Context: an optimization exercise on an open-source flow, tuned for small area. The choices shown serve that exercise and are no tape-out recipe.
Function was checked by simulation only, so behaviour that the tests miss may differ from the original.
Power figures rest on the tool's default switching activity, not on a simulated workload.

==> flow/design.v, too long to show whole: its modules and the start of the top module <==
// module fir_7_7: 1360 lines
// module fa: 4 lines
module fir_7_7(
    input clk,
    input rst,
    input [7:0] weight_data,
    input [2:0] weight_idx,
    input weight_valid,
    output weight_ready,
    input [7:0] input_data,
    input input_valid,
    output input_ready,
    output [15:0] output_data,
    input output_ready,
    output output_valid
    );
  // ...
==> flow/run.sh <==
#!/bin/bash
# synth_recipe.tcl (not shown) runs the flow's synth.tcl, then flattens the netlist and writes it again
# the make line also repeats each setting of config.mk as NAME=value (left out here)
make -C /OpenROAD-flow-scripts/flow DESIGN_CONFIG=/design/flow/config.mk WORK_HOME=/design/flow/orfs CLKGATE_MAP_FILE= SYNTH_SCRIPT=/design/flow/synth_recipe.tcl finish
==> flow/config.mk <==
export PLATFORM = sky130hd
export DESIGN_NAME = fir_7_7
export DESIGN_NICKNAME = fir_7_7
export VERILOG_FILES = /design/flow/design.v
export SDC_FILE = /design/flow/constraint.sdc
export NUM_CORES = 4
export LEC_CHECK = 0
export CAP_MARGIN = 20
export CORE_MARGIN = 2
export CORE_UTILIZATION = 40
export CTS_BUF_LIST = sky130_fd_sc_hd__clkbuf_8
export GPL_TIMING_DRIVEN = 1
export SLEW_MARGIN = 20
export SYNTH_HIERARCHICAL = 1
export SYNTH_MINIMUM_KEEP_SIZE = 0
==> flow/constraint.sdc <==
create_clock -name core_clock -period 8.0 [get_ports {clk}]
set_input_delay 1.6000 -clock core_clock [delete_from_list [all_inputs] [get_ports {clk}]]
set_output_delay 1.6000 -clock core_clock [all_outputs]
set_load 0.01 [all_outputs]
==> summary.txt, run 1 <==
Yosys
  – Simple-gate share of the synthesized area: ~17%
  – Post-Synth Adder-Cell Area: a little over half
  – Synth warn: 7
  – Multiplexer share of the synthesized area: between 3 and 4%
  – #FFs+latches synth: between 100 and 150
  – Post-Syn Area: around 15000 sq um
  – Post-Synth XOR/XNOR Area: 0.998%
  – Post-synth top cells: 588 x nand2_1, 417 x fa_1, 131 x clkbuf_1, 131 x dfxtp_1, 74 x a21oi_1
  – Sequential-to-total area share from yosys stat: ~17%

Setup path
  – CP Depth: 21
  – Arr. time, crit path: ~7500 ps
  – WS Path Type: register to register
  – Crit path capture: result[14]
  – Top cell family by delay on the critical path: adder cells
  – Crit path max fanout: 10

Status
  – Status: finished clean

Pwr
  – P_clk: around 0.0007 W
  – Maximum vdd drop: just under 0.09 mV
  – Register share of total power: ~46%
  – Switching Share: between 20% and 30%
  – Top power consumer group: the clock network

Route
  – First-pass iteration count of the detailed router: 6
  – Drt total wl: just under 50 mm

Finish
  – Fraction of layout cells with a size suffix above 1: approximately 3.6%
  – Count of multi-input gates: approximately 1200
  – Post-route non-filler standard cell count: 1993
  – Flip-flop and latch area: approximately 2600 sq um

STA
  – Fin Hold WS: roughly 340 ps
  – Final setup violation count: 0
  – Slew of the pin with the lowest slew margin: 1050 ps
  – Worst setup margin: approximately 910 ps

Clocking
  – Cts hold-fix bufs: 0
  – Post-CTS Setup Bufs: 0

Floorplan
  – Core Area: around 38000 sq um
  – Die Wd: 200 um

Placed design
  – Post-Place Setup Slack: around 950 ps

Global routing
  – Global Route Usage Sum: approximately 26%
  – Initial antenna violation count: 1
  – Largest net degree at the start of global routing: 81
==> run 2: changes to the inputs <==
--- a/flow/config.mk
+++ b/flow/config.mk
@@ -9,7 +9,7 @@
 export CORE_MARGIN = 2
 export CORE_UTILIZATION = 40
 export CTS_BUF_LIST = sky130_fd_sc_hd__clkbuf_8
-export GPL_TIMING_DRIVEN = 1
+export GPL_TIMING_DRIVEN = 0
 export SLEW_MARGIN = 20
 export SYNTH_HIERARCHICAL = 1
 export SYNTH_MINIMUM_KEEP_SIZE = 0
==> run 2 against run 1 <==
Critical path depth rose by 1. Sequential cell count unchanged. Routed wire length is 1.1% higher. Count of clock-buffer cells in the layout unchanged. Synthesized cell count is the same. Global-route usage about the same. Total power fell by 2.5%. Worst hold slack worse by 3.7 ps. Final cell count is 6.6% higher. Non-clock buffer count rose by 131. Critical path type unchanged.
==> summary.txt, run 2 <==
Status
  – Status: finished clean

Finish
  – Most frequent cells in the layout: 588 x nand2_1, 417 x fa_1, 131 x clkbuf_1, 131 x dfxtp_1, 74 x a21oi_1
  – Largest register by flop count: result
  – Ant diodes: 0
  – # fillers: ~3700
  – Final nets: just over 2000
  – Fraction of layout cells with a size suffix above 1: 2.60% (-0.97 points)
  – Commonest non-fill, non-tap cell in the layout: nand2_1
  – Area Growth Syn to Fin: 9.64%
  – Max reg flops: 16

Floorplan
  – Die Span Y: between 200 and 250 um
  – Cell Rows: 71
  – I/O pin count: 43
  – Core Area: 37800 sq um (unchanged)
  – Initial core utilization: 40.8%
  – Die Wd: 200 um (unchanged)
  – Die ar.: about 40000 sq um

Yosys
  – EDFF count, synth: 0
  – Post-synth top cells: 588 x nand2_1, 417 x fa_1, 131 x clkbuf_1, 131 x dfxtp_1, 74 x a21oi_1
  – #FFs+latches synth: 131 (unchanged)
  – Synth top area share: a little over half
  – Async set or reset register ratio after synthesis: 0%
  – Syn Nets: between 1500 and 2000
  – Ys flop type: dfxtp_1
  – Synth warn: 7 (unchanged)
  – Post-Syn Area: 15400 sq um (unchanged)
  – Post-Syn Area per Cell: ~10 sq um
  – Most frequent cell after synthesis: nand2_1
  – Synth area leaders: fa_1 54%, dfxtp_1 17%, nand2_1 14%
  – Post-Syn Instances: ~1500
  – Cell taking the most area after synthesis: fa_1
  – Sequential-to-total area share from yosys stat: 17.0% (unchanged)
  – Distinct cell type count after synthesis: 31

Clocking
  – CTS resizes: 0
  – CTS tree: yes
  – CTS sink count: 131
  – Clock slew at reported path FFs: around 80 ps
  – Post-CTS Setup Bufs: 0 (unchanged)
  – Cts hold-fix bufs: 0 (unchanged)
  – Clock latency on the worst-skew pair: roughly 530 ps
  – Root Driver: clkbuf_8
  – Htree depth: 4
  – Number of CTS-inserted buffers: 17
  – Longest Clk Path Bufs: 2

Setup path
  – Crit. Startpoint: x0[0]
  – Arr. time, crit path: 7960 ps (+490 ps)
  – Worst flop-to-flop path startpoint: x0[0]
  – Required time worst endpoint: around 8400 ps
  – Crit path max fanout: 10 (unchanged)
  – Reg2reg path depth: 22
  – Type of element capturing the critical path: register
  – Reg2reg setup slack: between 400 and 500 ps
  – Crit Reg-Reg Endpoint: result[14]
  – WS Path Type: register to register
  – Setup crit start kind: register

Pwr
  – Leak: between 3 and 4 nW
  – Maximum vdd drop: 0.107 mV (+21%)
  – NetSw: 0.000397 W
  – Clock power share: 45.9%
  – Comb power frac: 7.9%
  – Cell internal pwr: a little over 0.001 W
  – Switching Share: 27.7% (+0.43 points)
  – Pwr Density: 85.0 nW/um^2
  – PnR Total Power: roughly 0.0014 W
  – Register share of total power: 46.2% (-0.2 points)

STA
  – Slew of the pin with the lowest slew margin: 1100 ps (+50.5 ps)
  – Final Hold Viols: 0
  – Setup_tns: 0 ps
  – Worst clock skew: 18.9 ps
  – Peak Freq: about 130 MHz
  – Post-route clock period utilization: around 94%
  – Final setup violation count: 0 (unchanged)
  – Post-layout minimum cycle time: 7520 ps
  – RSZ-0062 raised after global routing: false
  – Slew HR: between 20% and 30%
  – Final Max Slew Viols: 0

Global routing
  – Gr ovfl total: 0
  – Global Route Usage Sum: 25.7% (about the same)
  – Initial antenna violation count: 2 (+1)
  – Vias in the first global route: roughly 12000
  – Largest net degree at the start of global routing: 17 (-79%)
  – Global-route wire length before repair: between 70 and 80 mm

Flow run
  – Max cap viols: 0

Placed design
  – DP HPWL: around 41 mm
  – GPL Wtd Cong: roughly 0.94
  – PortBufs: just over 40

Route
  – Vias per inst: 5.38
  – Via count: roughly 11000
  – First-pass iteration count of the detailed router: 6 (unchanged)
  – Residual DRC count: 0
  – WL/cell: approximately 23 um
  – Initial drt markers: around 1100
  – Antenna viol nets, final: 0
  – Drt total wl: 49.2 mm (+1.1%)

Hold path
  – Hold path depth: 0
  – Hold path startpoint: ov_d
  – Hold Path Sink: ov_r
  – Worst min path class: register to register
## run 2: area by class of cell
| cell class | count | area, sq um | share of cell area [%] |
|---|---|---|---|
| repair buffers | 41 | 410 | 2.43 |
| well taps | 511 | 639 | 3.78 |
| flip-flops and latches | 131 | 2620 | 15.5 |
| clock inverters | 14 | 189 | 1.12 |
| plain buffers | 143 | 548 | 3.24 |
| inverters | 18 | 67.6 | 0.400 |
| clock buffers | 18 | 248 | 1.46 |
| multi-input cells | 1248 | 12200 | 72.1 |
## run 2: layer usage
layer	up-vias	share of wire [%]	global-route usage, %
met2	575	49	43.2
met1	5953	37	32.1
met3	105	8.2	5.37
met5	-	0.053	0
met4	4	4.8	11.5
li1	4781	-	-
## run 2: worst max-delay path, cell delays in order (launching register included)
cell,delay [ps]
dfxtp_1,310
clkbuf_1,480
nand2_1,190
fa_1,550
fa_1,410
fa_1,440
fa_1,420
fa_1,480
fa_1,410
fa_1,400
fa_1,470
fa_1,410
fa_1,390
fa_1,480
inv_1,80
ha_1,180
inv_1,60
fa_1,390
nor3_1,330
a21o_1,160
a21oi_1,70
xor2_1,150
o31ai_1,180
## run 2: per-module statistics from Yosys, one instance, submodules excluded
module   area, sq um  cells inside  flops+latches
fir_7_7         7100          1124            131
fa              20.0             1              0
## run 2: worst max-delay path by stage
stage	end	depth (start not counted)	slack, ps
after floorplan	result[14]	22	1310
after global placement	result[14]	22	620
after detailed placement	result[14]	22	560
after CTS	result[14]	22	520
after global routing	result[14]	22	140
final	result[14]	22	480
## run 2: power by group through the flow
stage	Combinational, W	Clock, W	Sequential [W]
CTS	0.000113	0.000664	0.000663
finish	0.000114	0.000660	0.000663
global placement	0.000111	0	0.000678
detailed placement	0.000112	0	0.000679
floorplan	0.0000547	0	0.000679
global route	0.000122	0.000695	0.000664
## run 2: per-stage QoR
step	cells	utilization, %	hold WS, ps	setup WS, ps	area, sq um
2_1_floorplan	1540	-	310	1310	15400
3_3_place_gp	2092	43.5	316	621	16500
3_5_place_dp	2092	43.5	319	557	16500
4_1_cts	2124	44.7	337	523	16900
5_1_grt	2124	44.7	344	141	16900
6_report	2124	44.7	335	480	16900
## run 2: kinds of logic after synthesis
logic type               synth area share, %
multiplexers                            3.11
AO/OA/AOI/OAI                           3.05
buffers and inverters                   3.99
flip-flops                              17.0
XOR/XNOR                               0.998
AND/OR/NAND/NOR                         16.9
adder cells (fa/ha/maj)                 54.9
==> run 3: changes to the inputs <==
--- a/flow/config.mk
+++ b/flow/config.mk
@@ -8,7 +8,6 @@
 export CAP_MARGIN = 20
 export CORE_MARGIN = 2
 export CORE_UTILIZATION = 40
-export CTS_BUF_LIST = sky130_fd_sc_hd__clkbuf_8
 export GPL_TIMING_DRIVEN = 0
 export SLEW_MARGIN = 20
 export SYNTH_HIERARCHICAL = 1
==> run 3 against run 2 <==
Still clean. Combinational power is essentially flat. Synthesized cell count is the same. Total power grew 15%. Synthesized area is the same. Worst hold slack lost 4.3 ps. Critical path depth is the same. Critical endpoint unchanged. Largest power group is now the clock network. Highest routed layer unchanged.
==> summary.txt, run 3 <==
Pwr
  – Clock power share: 52.8% (+6.9 points)
  – Maximum vdd drop: 0.140 mV (+31%)
  – NetSw: 0.000421 W (+6.0%)
  – Leak: 3.23 nW (+2.4%)
  – PnR Total Power: 0.00165 W (+15%)
  – Pwr Density: 96.3 nW/um^2 (+13%)
  – Switching Share: 25.6% (-2.1 points)
  – Cell internal pwr: 0.00123 W (+18%)
  – Comb power frac: 6.9% (-1.0 points)
  – Register share of total power: 40.3% (-5.9 points)

Yosys
  – Post-Syn Area per Cell: 10.0 sq um (unchanged)
  – Syn Nets: 1991 (unchanged)
  – #FFs+latches synth: 131 (unchanged)
  – Synth top area share: 54.1% (unchanged)
  – Post-Syn Instances: 1540 (unchanged)
  – Ys flop type: dfxtp_1
  – Cell taking the most area after synthesis: fa_1
  – EDFF count, synth: 0 (unchanged)
  – Post-synth top cells: 588 x nand2_1, 417 x fa_1, 131 x clkbuf_1, 131 x dfxtp_1, 74 x a21oi_1
  – Most frequent cell after synthesis: nand2_1
  – Synth area leaders: fa_1 54%, dfxtp_1 17%, nand2_1 14%
  – Async set or reset register ratio after synthesis: 0% (unchanged)
  – Distinct cell type count after synthesis: 31 (unchanged)
  – Post-Syn Area: 15400 sq um (unchanged)
  – Sequential-to-total area share from yosys stat: 17.0% (unchanged)
  – Synth warn: 7 (unchanged)

Setup path
  – Setup crit start kind: register
  – Arr. time, crit path: 7950 ps (about the same)
  – Worst path slowest cell: clkbuf_1
  – WS Path Type: register to register
  – Type of element capturing the critical path: register
  – Required time worst endpoint: 8380 ps (-60 ps)
  – Buffers and inverters on the worst path: 3 (unchanged)
  – Top cell family by delay on the critical path: adder cells
  – Most used cell along the critical path: fa_1
  – Crit-path cells: clkbuf_1, nand2_1, fa_1, fa_1, fa_1, fa_1, fa_1, fa_1, fa_1, fa_1, fa_1, fa_1, fa_1, inv_1, ha_1, inv_1, fa_1, nor3_1, a21o_1, a21oi_1, xor2_1, o31ai_1
  – CP max stage delay: 530 ps (-20 ps)
  – Crit path max fanout: 10 (unchanged)

Finish
  – Final nets: 2051 (unchanged)
  – Post-route non-filler standard cell count: 2126 (+0.094%)
  – Max reg flops: 16 (unchanged)
  – Area Growth Syn to Fin: 10.9%
  – Commonest non-fill, non-tap cell in the layout: nand2_1
  – Fraction of layout cells with a size suffix above 1: 2.60% (unchanged)
  – Most frequent cells in the layout: 588 x nand2_1, 417 x fa_1, 134 x clkbuf_1
  – Fin area: 17100 sq um (+1.2%)
  – Largest register by flop count: result

STA
  – Final Max Slew Viols: 0 (unchanged)
  – Setup_tns: 0 ps (unchanged)
  – Slew of the pin with the lowest slew margin: 1100 ps (-1.23 ps)
  – Slew HR: 26.7% (+0.082 points)
  – Final Hold Viols: 0 (unchanged)
  – Worst clock skew: 15.9 ps (-3.03 ps)
  – Post-route clock period utilization: 94.7% (+0.68 points)
  – Final setup violation count: 0 (unchanged)
  – Post-layout minimum cycle time: 7570 ps (+54.7 ps)
  – Fin Hold WS: 330 ps (-4.33 ps)
  – Peak Freq: 132 MHz (-0.72%)
  – RSZ-0062 raised after global routing: false

Clocking
  – Post-CTS Setup Bufs: 0 (unchanged)
  – CTS sink count: 131 (unchanged)
  – Number of CTS-inserted buffers: 17 (unchanged)
  – Clock slew at reported path FFs: 70 ps (about the same)
  – Root Driver: clkbuf_16
  – Longest Clk Path Bufs: 2 (unchanged)
  – Htree depth: 4 (unchanged)
  – CTS tree: yes
  – CTS resizes: 0 (unchanged)
  – Clock latency on the worst-skew pair: 470 ps (-60 ps)
  – Cts hold-fix bufs: 0 (unchanged)

Global routing
  – Global-route wire length before repair: 75.7 mm (+0.34%)
  – Global Route Usage Sum: 25.9% (+0.14 points)
  – Vias in the first global route: 12400 (-0.0081%)
  – Gr ovfl total: 0 (unchanged)
  – Largest net degree at the start of global routing: 17 (unchanged)
  – Initial antenna violation count: 3 (+1)

Floorplan
  – Initial core utilization: 40.8% (unchanged)
  – I/O pin count: 43 (unchanged)
  – Cell Rows: 71 (unchanged)
  – Die ar.: 40100 sq um (unchanged)
  – Core Area: 37800 sq um (unchanged)
  – Die Wd: 200 um (unchanged)
  – Die Span Y: 200 um (unchanged)

Flow run
  – Max cap viols: 0 (unchanged)

Status
  – Status: finished clean

Placed design
  – PortBufs: 41 (unchanged)
  – GPL Wtd Cong: 0.942 (unchanged)
  – Placed Instances: 2092 (unchanged)
  – DP HPWL: 41.0 mm (unchanged)
  – Cell area after placement: 16500 sq um (unchanged)

Route
  – Residual DRC count: 0 (unchanged)
  – Via count: 11400 (+0.21%)
  – Initial drt markers: 1049 (-5.8%)
  – Antenna viol nets, final: 0 (unchanged)
  – Vias per inst: 5.38 (+0.12%)
  – Drt total wl: 49.4 mm (+0.39%)
  – WL/cell: 23.3 um (+0.30%)
  – First-pass iteration count of the detailed router: 5 (-1)

Hold path
  – Worst min path class: register to register
[run 3: cell count changes in the layout (fill, tap and decap cells not counted)]
cell / delta
clkbuf_16: +17
clkbuf_8: -17
clkbuf_1: +3
inv_1: -3
diode_2: +2
[run 3: per-module statistics from Yosys (local to each module, per instance)]
module	flip-flops and latches	cell area [sq um]	copies in the design
fa	0	20.0	416
fir_7_7	131	7100	1
[run 3: layer usage]
layer	track usage [%]	routed length [um]	up-vias
met2	43.8	24600	632
met4	11.2	2290	2
met1	32.1	18300	5914
li1	-	-	4790
met5	0	12	-
met3	5.40	4220	104
[run 3: stage by stage]
stage / setup slack [ps] / util [%]
5_1_grt: 110 / 45.2
3_3_place_gp: 621 / 43.5
2_1_floorplan: 1310 / -
6_report: 425 / 45.2
3_5_place_dp: 557 / 43.5
4_1_cts: 480 / 45.2
[run 3: kinds of logic after synthesis]
group	synth area share [%]
xor+xnor	0.998
simple gates	16.9
flops	17.0
fa+ha+maj	54.9
mux	3.11
compound gates	3.05
buf+inv	3.99
[run 3: worst paths after layout]
path | from | to | slack [ps] | depth (start not counted)
setup reg to reg | x1[0] | result[14] | 430 | 22
hold reg to reg | ov_d | ov_r | 330 | 0
hold / removal | ov_d | ov_r | 330 | 0
setup / recovery | x1[0] | result[14] | 430 | 22
[run 3: final cells by class]
class / instances / area (sq um)
plain buffers: 143 / 548
well taps: 511 / 639
inverters: 18 / 67.6
fillers: 3627 / 20700
diodes: 2 / 5.00
repair buffers: 41 / 410
multi-input cells: 1248 / 12200
flip-flops and latches: 131 / 2620
clock inverters: 11 / 178
clock buffers: 21 / 450
[run 3: power by group through the flow]
stage / Clock (W) / Combinational (W) / Sequential [W]
6_report: 0.000869 / 0.000114 / 0.000664
5_1_grt: 0.000906 / 0.000122 / 0.000665
4_1_cts: 0.000872 / 0.000113 / 0.000664
3_5_place_dp: 0 / 0.000112 / 0.000679
3_3_place_gp: 0 / 0.000111 / 0.000678
2_1_floorplan: 0 / 0.0000547 / 0.000679
==> run 4: changes to the inputs <==
--- a/flow/config.mk
+++ b/flow/config.mk
@@ -8,7 +8,8 @@
 export CAP_MARGIN = 20
 export CORE_MARGIN = 2
 export CORE_UTILIZATION = 40
-export GPL_TIMING_DRIVEN = 0
+export CTS_BUF_LIST = sky130_fd_sc_hd__clkbuf_4 sky130_fd_sc_hd__clkbuf_8
+export GPL_TIMING_DRIVEN = 1
 export SLEW_MARGIN = 20
 export SYNTH_HIERARCHICAL = 1
 export SYNTH_MINIMUM_KEEP_SIZE = 0
==> run 4 against run 3 <==
Sequential power increased by 3.0%. Global-route usage decreased by 0.14 points. Final area decreased by 3.6%. Worst setup slack improved by 490 ps. Critical path type unchanged. Clock power decreased by 19%. Sequential cell count unchanged. Synthesized area unchanged. Count of clock-buffer cells in the layout decreased by 3. Critical path depth decreased by 1. Sequential share of layout area increased by 0.57 points.
==> summary.txt, run 4 <==
Status
  – Status: finished clean

Setup path
  – Buffers and inverters on the worst path: 2 (-1)
  – Most used cell along the critical path: fa_1
  – Setup crit start kind: register
  – Type of element capturing the critical path: register
  – Top cell family by delay on the critical path: adder cells
  – Required time worst endpoint: 8380 ps (about the same)
  – Arr. time, crit path: 7470 ps (-480 ps)
  – CP max stage delay: 560 ps (+30 ps)
  – Worst path slowest cell: dfxtp_1
  – Crit path max fanout: 10 (unchanged)
  – WS Path Type: register to register
  – Crit-path cells: nand2_1, fa_1, fa_1, fa_1, fa_1, fa_1, fa_1, fa_1, fa_1, fa_1, fa_1, fa_1, inv_1, ha_1, inv_1, fa_1, nor3_1, a21o_1, a21oi_1, xor2_1, o31ai_1

Route
  – Antenna viol nets, final: 0 (unchanged)
  – WL/cell: 24.4 um (+5.1%)
  – Via count: 10800 (-5.4%)
  – Initial drt markers: 1104 (+5.2%)
  – Drt total wl: 48.7 mm (-1.5%)
  – Residual DRC count: 0 (unchanged)
  – Vias per inst: 5.43 (+0.96%)
  – First-pass iteration count of the detailed router: 6 (+1)

Finish
  – Most frequent cells in the layout: 587 x nand2_1, 417 x fa_1, 131 x dfxtp_1
  – Fraction of layout cells with a size suffix above 1: 3.58% (+0.97 points)
  – Flip-flop and latch area: 2620 sq um (unchanged)
  – # fillers: 3663 (+0.99%)
  – Area Growth Syn to Fin: 6.91%
  – Largest register by flop count: result
  – Area of the multi-input gates: 12200 sq um (about the same)
  – Fin area: 16500 sq um (-3.6%)
  – Commonest non-fill, non-tap cell in the layout: nand2_1
  – Final nets: 1920 (-6.4%)
  – Ant diodes: 0 (-2)
  – Max reg flops: 16 (unchanged)
  – Post-route non-filler standard cell count: 1993 (-6.3%)

STA
  – Final Hold Viols: 0 (unchanged)
  – Final setup violation count: 0 (unchanged)
  – Worst clock skew: 23.9 ps (+7.97 ps)
  – Peak Freq: 141 MHz (+6.9%)
  – Slew of the pin with the lowest slew margin: 1050 ps (-49.3 ps)
  – Slew HR: 29.7% (+3.0 points)
  – Final Max Slew Viols: 0 (unchanged)
  – RSZ-0062 raised after global routing: false
  – Post-layout minimum cycle time: 7090 ps (-488 ps)
  – Post-route clock period utilization: 88.6% (-6.1 points)
  – Setup_tns: 0 ps (unchanged)

Yosys
  – #FFs+latches synth: 131 (unchanged)
  – Sequential-to-total area share from yosys stat: 17.0% (unchanged)
  – Async set or reset register ratio after synthesis: 0% (unchanged)
  – Most frequent cell after synthesis: nand2_1
  – Syn Nets: 1991 (unchanged)
  – Synth warn: 7 (unchanged)
  – Synth area leaders: fa_1 54%, dfxtp_1 17%, nand2_1 14%
  – Post-Syn Instances: 1540 (unchanged)
  – Post-synth top cells: 588 x nand2_1, 417 x fa_1, 131 x clkbuf_1, 131 x dfxtp_1, 74 x a21oi_1
  – Post-Syn Area: 15400 sq um (unchanged)
  – Ys flop type: dfxtp_1
  – Distinct cell type count after synthesis: 31 (unchanged)
  – Post-Syn Area per Cell: 10.0 sq um (unchanged)
  – EDFF count, synth: 0 (unchanged)
  – Synth top area share: 54.1% (unchanged)
  – Cell taking the most area after synthesis: fa_1

Global routing
  – Vias in the first global route: 11700 (-5.6%)
  – Global Route Usage Sum: 25.7% (-0.14 points)
  – Gr ovfl total: 0 (unchanged)
  – Initial antenna violation count: 1 (-2)
  – Global-route wire length before repair: 75.4 mm (-0.32%)
  – Largest net degree at the start of global routing: 81 (+64)

Floorplan
  – Die Wd: 200 um (unchanged)
  – Die ar.: 40100 sq um (unchanged)
  – Die Span Y: 200 um (unchanged)
  – Core Area: 37800 sq um (unchanged)
  – Cell Rows: 71 (unchanged)
  – I/O pin count: 43 (unchanged)
  – Initial core utilization: 40.8% (unchanged)

Placed design
  – DP HPWL: 39.8 mm (-3.1%)
  – Cell area after placement: 16000 sq um (-2.8%)
  – GPL Wtd Cong: 0.938 (-0.42%)
  – PortBufs: 42 (+2.4%)
  – Placed Instances: 1961 (-6.3%)

Clocking
  – Post-CTS Setup Bufs: 0 (unchanged)
  – CTS sink count: 131 (unchanged)
  – CTS tree: yes
  – Root Driver: clkbuf_8
  – Clock latency on the worst-skew pair: 490 ps (+20 ps)
  – Longest Clk Path Bufs: 2 (unchanged)
  – Number of CTS-inserted buffers: 17 (unchanged)
  – Htree depth: 4 (unchanged)
  – Clock slew at reported path FFs: 90 ps (+20 ps)
  – CTS resizes: 0 (unchanged)
  – Cts hold-fix bufs: 0 (unchanged)

Flow run
  – Max cap viols: 0 (unchanged)

Pwr
  – Leak: 3.04 nW (-5.9%)
  – Pwr Density: 89.4 nW/um^2 (-7.2%)
  – Maximum vdd drop: 0.0886 mV (-37%)

Hold path
  – Worst min path class: register to register
## run 4: cell types whose count changed in the layout (fill, tap and decap cells not counted), sizes merged
cell	delta
clkinv	-1
diode	-2
clkbuf	-134
clkinvlp	+1
inv	+2
bufinv	+1
## run 4: cell families (layout without fill, tap and decap cells)
family	Yosys count	count (layout)	share of synthesized area, %
compound gates	87	87	3.05
xor+xnor	16	16	0.998
fa+ha+maj	427	427	54.9
buf+inv	161	103	3.99
flops	131	131	17.0
mux	48	48	3.11
simple gates	670	670	16.9
## run 4: per-module statistics from Yosys, one instance, submodules excluded
module   copies in the design  flops+latches  cells inside
fir_7_7                     1            131          1124
fa                        416              0             1
## run 4: cell type report
cell class	instances	area share [%]
Clock buffer	18	1.50
Clock inverter	14	1.36
Inverter	18	0.410
Multi-Input combinational cell	1248	73.9
Sequential cell	131	15.9
Tap cell	511	3.88
Timing Repair Buffer	53	3.03
## run 4: metrics by stage
step                util [%]  setup WS (ps)  hold WS, ps  total power, W
floorplan                  -           1310          310        0.000734
CTS                     43.6            893          337         0.00149
finish                  43.6            913          338         0.00147
global route            43.6            592          353         0.00153
global placement        42.3           1060          312        0.000783
detailed placement      42.3            946          320        0.000784
## run 4: path summary, 6_finish.rpt
check | slack [ps] | endpoint | depth (start not counted) | start
min | 340 | ov_r | 0 | ov_d
min reg2reg | 340 | ov_r | 0 | ov_d
max | 910 | result[14] | 21 | x0[0]
max reg2reg | 910 | result[14] | 21 | x0[0]
## run 4: worst register-to-register path, cell delays in order, from the launching register on
cell     delay [ps]
dfxtp_1         560
nand2_1         160
fa_1            480
fa_1            400
fa_1            390
fa_1            410
fa_1            550
fa_1            430
fa_1            400
fa_1            420
fa_1            390
fa_1            400
fa_1            450
inv_1            80
ha_1            160
inv_1            50
fa_1            390
nor3_1          330
a21o_1          170
a21oi_1          70
xor2_1          150
o31ai_1         190
## run 4: per-layer routing
| metal | vias to the layer above | track usage, % | routed length (um) |
|---|---|---|---|
| met1 | 5645 | 33.6 | 18800 |
| li1 | 4510 | - | - |
| met4 | 2 | 11.1 | 2300 |
| met5 | - | 0 | 9 |
| met3 | 105 | 5.32 | 4110 |
| met2 | 567 | 41.7 | 23400 |
## run 4: report_power, final
part / switching (W) / total (W) / internal [W]
logic: 0.0000581 / 0.0000862 / 0.0000282
clock network: 0.000320 / 0.000703 / 0.000384
registers: 0.0000235 / 0.000684 / 0.000660

separate check: timing with driven ports:
How much do the figures lean on ideal ports? The routed layouts below were timed once more, with nothing changed but the port constraints.
Step 1 assumes that a clkbuf_16 drives the clock port and a buf_2 every other input.
Step 2 moves the port delays by t, midway between the first and last clock arrival at a register: inputs arrive t later, outputs are due t later. That takes back most of the time a late clock gives input paths.
Slacks: ideal / step 1 / step 2; pairs: ideal / step 1.
run	shift t [ns]	setup WS [ns]	clock arrival spread, ns
run 1	0.528	0.913 / 0.913 / 0.913	0.024 / 0.024
run 2	0.567	0.480 / 0.480 / 0.480	0.020 / 0.020
run 3	0.516	0.425 / 0.425 / 0.425	0.016 / 0.016
run 4	0.528	0.913 / 0.913 / 0.913	0.024 / 0.024
After both steps setup and hold are still met in every run listed.
